This is an optimization exercise on Yosys and OpenROAD, whose aim is small area, not a production implementation. RTL that was checked went through simulation tests only; none was proved equivalent to the original. Power is estimated from default activity; no workload was simulated. The clock port is modelled as an ideal driver; clocking choices that lean on that would not hold on a real chip.

Setup of rev 12:
==> module meas_value, before the edit <==
module meas_value
#(
parameter C_L = 6,
parameter C_R = 2,
parameter C_P = 7,
parameter C_PB = 3,
parameter C_DWIDTH = 20
)
(
input       [C_L+1+C_R*C_P:0]   I_data,      
input       [C_PB-1:0]          I_phase,
input                           I_zero,
output      [C_DWIDTH-1:0]      O_value
);
localparam C_H = C_R * C_P;
wire [C_H-1:0] S_ring = I_data[C_H-1:0];
wire S_c = I_data[C_H];
wire [C_L:0] S_lo = I_data[C_H+1 +: C_L + 1];
wire [C_P-1:0] S_ph;
genvar k;
for (k = 0; k < C_P; k = k + 1) begin: gen_ph
    assign S_ph[k] = (I_phase == k) & ~I_zero;
end
reg [C_H-1:0] S_hi;
integer d, p;
always @(*) begin
    S_hi = 0;
    for (p = 0; p < C_P; p = p + 1)
        for (d = 0; d < C_P; d = d + 1)
            S_hi[d*C_R +: C_R] = S_hi[d*C_R +: C_R] |
                ({C_R{S_ph[p]}} & S_ring[((d + C_P - p) % C_P)*C_R +: C_R]);
end
wire [C_P-1:0] S_inj;
for (k = 0; k < C_P; k = k + 1) begin: gen_inj
    assign S_inj[k] = (S_c & S_ph[k]) | ((k == 0) ? S_lo[C_L] : 1'b0);
end
reg [C_H-1:0] S_cy;
reg S_run;
integer q, b;
always @(*) begin
    for (q = 0; q < C_H; q = q + 1) begin
        S_cy[q] = 1'b0;
        for (p = 0; p < C_P; p = p + 1)
            if (p * C_R <= q) begin
                S_run = S_inj[p];
                for (b = p * C_R; b < q; b = b + 1)
                    S_run = S_run & S_hi[b];
                S_cy[q] = S_cy[q] | S_run;
            end
    end
end
wire [C_H-1:0] S_sum = S_hi ^ S_cy;
assign O_value = {{(C_DWIDTH-C_H-C_L){1'b0}}, S_sum, S_lo[C_L-1:0]};
endmodule
clock: 10.0 ns
lec_check: 0
cap_margin: 0
core_margin: 2
core_utilization: 65
gpl_timing_driven: 0
place_density: 0.85
slew_margin: 0
synth_hierarchical: 1
synth_minimum_keep_size: 0
standard.sh (not shown) runs the stock make flow with config.mk's settings and CLKGATE_MAP_FILE= SYNTH_SCRIPT=/design/flow/synth_recipe.tcl, a recipe that flattens the netlist after the stock synthesis.
==> flow/flow/run.sh <==
#!/bin/bash
# Standard ORFS flow with a leaner clock tree: CTS without dummy loads and with
# larger sink clusters, and the smallest buffer on the ports.
set -e
export CTS_ARGS="-sink_clustering_enable -repair_clock_nets -dont_use_dummy_load -sink_clustering_size 30 -sink_clustering_max_diameter 100 -buf_list sky130_fd_sc_hd__clkbuf_16"
export REMOVE_ABC_BUFFERS=1
export BUFFER_PORTS_ARGS="-buffer_cell sky130_fd_sc_hd__buf_1"
bash standard.sh > standard.log 2>&1
Inputs modified between rev 12 and rev 13:
diff --git a/flow/design.v b/flow/design.v
--- a/flow/design.v
+++ b/flow/design.v
@@ -118,30 +118,24 @@
     for (p = 0; p < C_P; p = p + 1)
         for (d = 0; d < C_P; d = d + 1)
             S_hi[d*C_R +: C_R] = S_hi[d*C_R +: C_R] |
                 ({C_R{S_ph[p]}} & S_ring[((d + C_P - p) % C_P)*C_R +: C_R]);
 end
-wire [C_P-1:0] S_inj;
-for (k = 0; k < C_P; k = k + 1) begin: gen_inj
-    assign S_inj[k] = (S_c & S_ph[k]) | ((k == 0) ? S_lo[C_L] : 1'b0);
-end
-reg [C_H-1:0] S_cy;
-reg S_run;
-integer q, b;
-always @(*) begin
-    for (q = 0; q < C_H; q = q + 1) begin
-        S_cy[q] = 1'b0;
-        for (p = 0; p < C_P; p = p + 1)
-            if (p * C_R <= q) begin
-                S_run = S_inj[p];
-                for (b = p * C_R; b < q; b = b + 1)
-                    S_run = S_run & S_hi[b];
-                S_cy[q] = S_cy[q] | S_run;
-            end
+wire [C_H:0] S_t;
+wire [C_H-1:0] S_sum;
+genvar j;
+for (j = 0; j < C_H; j = j + 1) begin: gen_inc
+    if (j % C_R == 0) begin: g_in
+        wire S_cin = (j == 0 ? S_lo[C_L] : S_t[j]) | (S_c & S_ph[j / C_R]);
+        assign S_sum[j] = S_hi[j] ^ S_cin;
+        assign S_t[j+1] = S_hi[j] & S_cin;
+    end else begin: g_mid
+        assign S_sum[j] = S_hi[j] ^ S_t[j];
+        assign S_t[j+1] = S_hi[j] & S_t[j];
     end
 end
-wire [C_H-1:0] S_sum = S_hi ^ S_cy;
+assign S_t[0] = 1'b0;
 assign O_value = {{(C_DWIDTH-C_H-C_L){1'b0}}, S_sum, S_lo[C_L-1:0]};
 endmodule
 module meas
 #(
 parameter C_IOSCNUM = 48,
[summary]
Delta (rev 13 minus rev 12): final weighted congestion in routability-driven placement +3.0%, number of multi-input logic gates dropped about 1.7%, global-route usage decreased by 0.17 points relative to the old numbers, starting density of the core ~0 delta.
Changes observed in rev 13 relative to rev 12: pin slew with the least headroom to its limit decreased 0.18 ns; share of the clock period used by the worst path after layout grew by 15 points; smallest hold slack shrank by 0.027 ns; routed wirelength normalized by instance count held steady; wire length of the first global-routing pass now smaller.
[compare] base=rev 12 new=rev 13: worst setup slack went down; simple-gate area share of the yosys netlist went down; leakage power did not really move.
Diff rev 12 and rev 13: first-pass iteration count of the detailed router higher in rev 12
No functional check of the RTL was part of rev 12.


the baseline:
bpuf_core, a different RTL version from the one above (not shown whole).
Size: about 3500 cells after synthesis, about 100 I/O pins, ~0.049 mm^2 of cells after synthesis.
==> module meas, before the edit <==
module meas
#(
parameter C_IOSCNUM = 48,
parameter C_IOSCDWIDTH = 20,
parameter C_OIDWIDTH = 24,
parameter C_MEMDATAWIDTH = 8,
parameter C_MEMADDRWIDTH = 10
)
(
input                               I_osc_rst,
input       [C_IOSCNUM-1:0]         I_osc,
input                               I_sclk,
input       [C_MEMDATAWIDTH-1:0]    I_mem_data,
output      [C_MEMADDRWIDTH-1:0]    O_mem_addr,
output reg  [C_OIDWIDTH-1:0]        O_prim_id,
output reg                          O_id_v
);
localparam C_L = 6;
localparam C_R = 2;
localparam C_P = 7;
localparam C_H = C_R * C_P;              
localparam C_W = C_L + 1 + 1 + C_H;      
reg [5:0] S_addr;
reg [1:0] S_sub;
wire S_done = S_addr[5] & S_addr[4] & (S_sub == 2'd0);
always @(posedge I_sclk) begin
    if (!I_osc_rst) begin
        S_addr <= 0;
        S_sub <= 0;
        O_id_v <= 0;
    end else if (!S_done) begin
        if (S_addr[0] | (S_sub == 2'd1))
            S_addr <= S_addr + 1'b1;
        if (!S_addr[0])
            S_sub <= S_sub + 1'b1;
    end else begin
        O_id_v <= 1;
    end
end
assign O_mem_addr = {{(C_MEMADDRWIDTH-6){1'b0}}, S_addr};
reg S_osc_rst_d;
always @(posedge I_sclk) begin
    S_osc_rst_d <= I_osc_rst;
end
wire S_snap = S_osc_rst_d & ~I_osc_rst;
reg [2:0] S_phase;
always @(posedge I_sclk) begin
    S_phase <= (S_phase == C_P - 1) ? 3'd0 : S_phase + 1'b1;
end
wire S_last = (S_phase == C_P - 1);
reg [2:0] S_clr_cnt;
wire S_clearing = (S_clr_cnt != 0);
reg S_valid;     
wire S_zero_snap = S_snap & ~S_valid;
wire S_reads_done = I_osc_rst & S_addr[5] & S_addr[4] & (S_sub == 2'd2);
always @(posedge I_sclk) begin
    if (S_reads_done | S_zero_snap)
        S_clr_cnt <= C_P;
    else if (S_snap)
        S_clr_cnt <= 3'd0;
    else if (S_clearing)
        S_clr_cnt <= S_clr_cnt - 1'b1;
end
always @(posedge I_sclk) begin
    if (S_snap)
        S_valid <= 1'b0;
    else if (S_clr_cnt == 3'd1)
        S_valid <= 1'b1;
end
reg S_zero;
always @(posedge I_sclk) begin
    if (S_snap)
        S_zero <= S_zero_snap;
end
wire S_take = S_last & ~S_clearing;
wire S_keep = ~S_clearing;
wire [C_IOSCNUM*C_W-1:0] S_osc_data;
genvar i, j;
for (i = 0; i < C_IOSCNUM; i = i + 1) begin: gen_meas_osc
    reg S_gated_d;
    reg [C_L:0] S_live;
    reg [C_L-1:0] S_lo;
    reg [C_H-1:0] S_ring;
    reg S_c;
    wire gated_osc = I_osc_rst & I_osc[i];
    wire [C_L:0] S_t;
    assign S_t[0] = gated_osc & ~S_gated_d;
    for (j = 0; j < C_L; j = j + 1) begin: gen_live
        assign S_t[j+1] = S_t[j] & S_live[j];
    end
    wire [C_R:0] S_tc;
    assign S_tc[0] = S_c;
    for (j = 0; j < C_R; j = j + 1) begin: gen_tap
        assign S_tc[j+1] = S_tc[j] & S_ring[j];
    end
    wire [C_R-1:0] S_digit = {C_R{S_keep}} & (S_ring[C_R-1:0] ^ S_tc[C_R-1:0]);
    always @(posedge I_sclk) begin
        S_gated_d <= gated_osc;
        S_live[C_L-1:0] <= {C_L{I_osc_rst}} & (S_live[C_L-1:0] ^ S_t[C_L-1:0]);
        S_live[C_L] <= ~S_zero_snap & (S_t[C_L] | (S_live[C_L] & ~S_take));
        if (S_snap)
            S_lo <= S_live[C_L-1:0];
        S_ring <= {S_digit, S_ring[C_H-1:C_R]};
        S_c <= S_last ? (S_live[C_L] & S_take) : (S_tc[C_R] & S_keep);
    end
    assign S_osc_data[i*C_W +: C_W] = {S_live[C_L], S_lo, S_c, S_ring};
end
reg [5:0] S_sel;
always @(posedge I_sclk) begin
    S_sel <= I_mem_data[5:0];
end
wire [C_W-1:0] S_mux_data;
meas_mux #(.C_INUM(C_IOSCNUM), .C_IDWIDTH(C_W), .C_ISWIDTH(6)) mux(
    .I_data(S_osc_data),
    .I_sel(S_sel),
    .O_data(S_mux_data)
);
wire [C_IOSCDWIDTH-1:0] S_value;
meas_value #(.C_L(C_L), .C_R(C_R), .C_P(C_P), .C_DWIDTH(C_IOSCDWIDTH)) value(
    .I_data(S_mux_data),
    .I_phase(S_phase),
    .I_zero(S_zero),
    .O_value(S_value)
);
reg [C_IOSCDWIDTH-1:0] S_first;
always @(posedge I_sclk) begin
    S_first <= S_value;
end
wire S_comp;
meas_comp #(.C_IWIDTH(C_IOSCDWIDTH)) comp(
    .I_comp1(S_first),
    .I_comp2(S_value),
    .O_res(S_comp)
);
always @(posedge I_sclk) begin
    if (S_sub == 2'd2 && !S_addr[0])
        O_prim_id <= {O_prim_id[C_OIDWIDTH-2:0], S_comp};
end
endmodule
==> flow/config.mk <==
export PLATFORM = sky130hd
export DESIGN_NAME = bpuf_core
export DESIGN_NICKNAME = bpuf_core
export VERILOG_FILES = /design/flow/design.v
export SDC_FILE = /design/flow/constraint.sdc
export NUM_CORES = 8
export LEC_CHECK = 0
export CAP_MARGIN = 0
export CORE_MARGIN = 2
export CORE_UTILIZATION = 65
export GPL_TIMING_DRIVEN = 0
export PLACE_DENSITY = 0.85
export SLEW_MARGIN = 0
export SYNTH_HIERARCHICAL = 1
export SYNTH_MINIMUM_KEEP_SIZE = 0
==> flow/constraint.sdc <==
create_clock -name core_clock -period 10.0 [get_ports {clk}]
set_input_delay 2.0000 -clock core_clock [delete_from_list [all_inputs] [get_ports {clk}]]
set_output_delay 2.0000 -clock core_clock [all_outputs]
set_load 0.01 [all_outputs]
Scripts as last shown in full above: flow/flow/run.sh
Looking at the reports, the baseline completed the entire flow and the layout it produced met the timing, design-rule and antenna checks.
Here is what was changed in the inputs of the candidate compared with the baseline.
-- flow/design.v --
<<< the baseline, line 201
    if (S_reads_done | S_zero_snap)
        S_clr_cnt <= C_P;
    else if (S_snap)
        S_clr_cnt <= 3'd0;
    else if (S_clearing)
        S_clr_cnt <= S_clr_cnt - 1'b1;
>>> the candidate, line 201
    if (S_reads_done | S_zero_snap)
        S_clr_cnt <= C_P;
    else if (S_clearing)
        S_clr_cnt <= S_clr_cnt - 1'b1;
Findings:
- Compared with the baseline, in the candidate total wire length held, overall global routing resource usage now sits at about the same level, net count of the finished layout has remained practically unchanged.
- There was hardly any difference in proportion of layout cells with a drive suffix above 1 between the candidate and the baseline.
- [diff] hold slack, the candidate relative to the baseline: improvement
- The worst setup slack reported for the candidate is smaller than that of the baseline by 0.11 ns.
- Between the candidate and the baseline, the clock network latency to the later pin of the worst-skew pair figures differ only marginally.
Only the layout flow was run in the candidate; the RTL was not checked for function there.

[what the ideal ports hide]
How much do the figures lean on ideal ports? The routed layouts below were timed once more, with nothing changed but the port constraints.
Step 1, drivers: a clkbuf_16 drives clk and a buf_2 each remaining input, both assumed.
Step 2 moves the port delays by t, midway between the first and last clock arrival at a register: inputs arrive t later, outputs are due t later. That takes back most of the time a late clock gives input paths.
Slacks: ideal ports / drivers / drivers and shift; pairs: ideal ports / drivers.
run | t, ns | slack for setup (ns) | latest minus earliest clock arrival (ns)
rev 12 | 0.709 | 2.567 / 2.567 / 2.567 | 0.022 / 0.022
rev 13 | 0.709 | 1.022 / 1.022 / 1.022 | 0.044 / 0.044
the baseline | 0.714 | 2.553 / 2.553 / 2.553 | 0.047 / 0.047
the candidate | 0.717 | 2.443 / 2.443 / 2.443 | 0.030 / 0.030
After both steps every run listed still meets setup and hold.
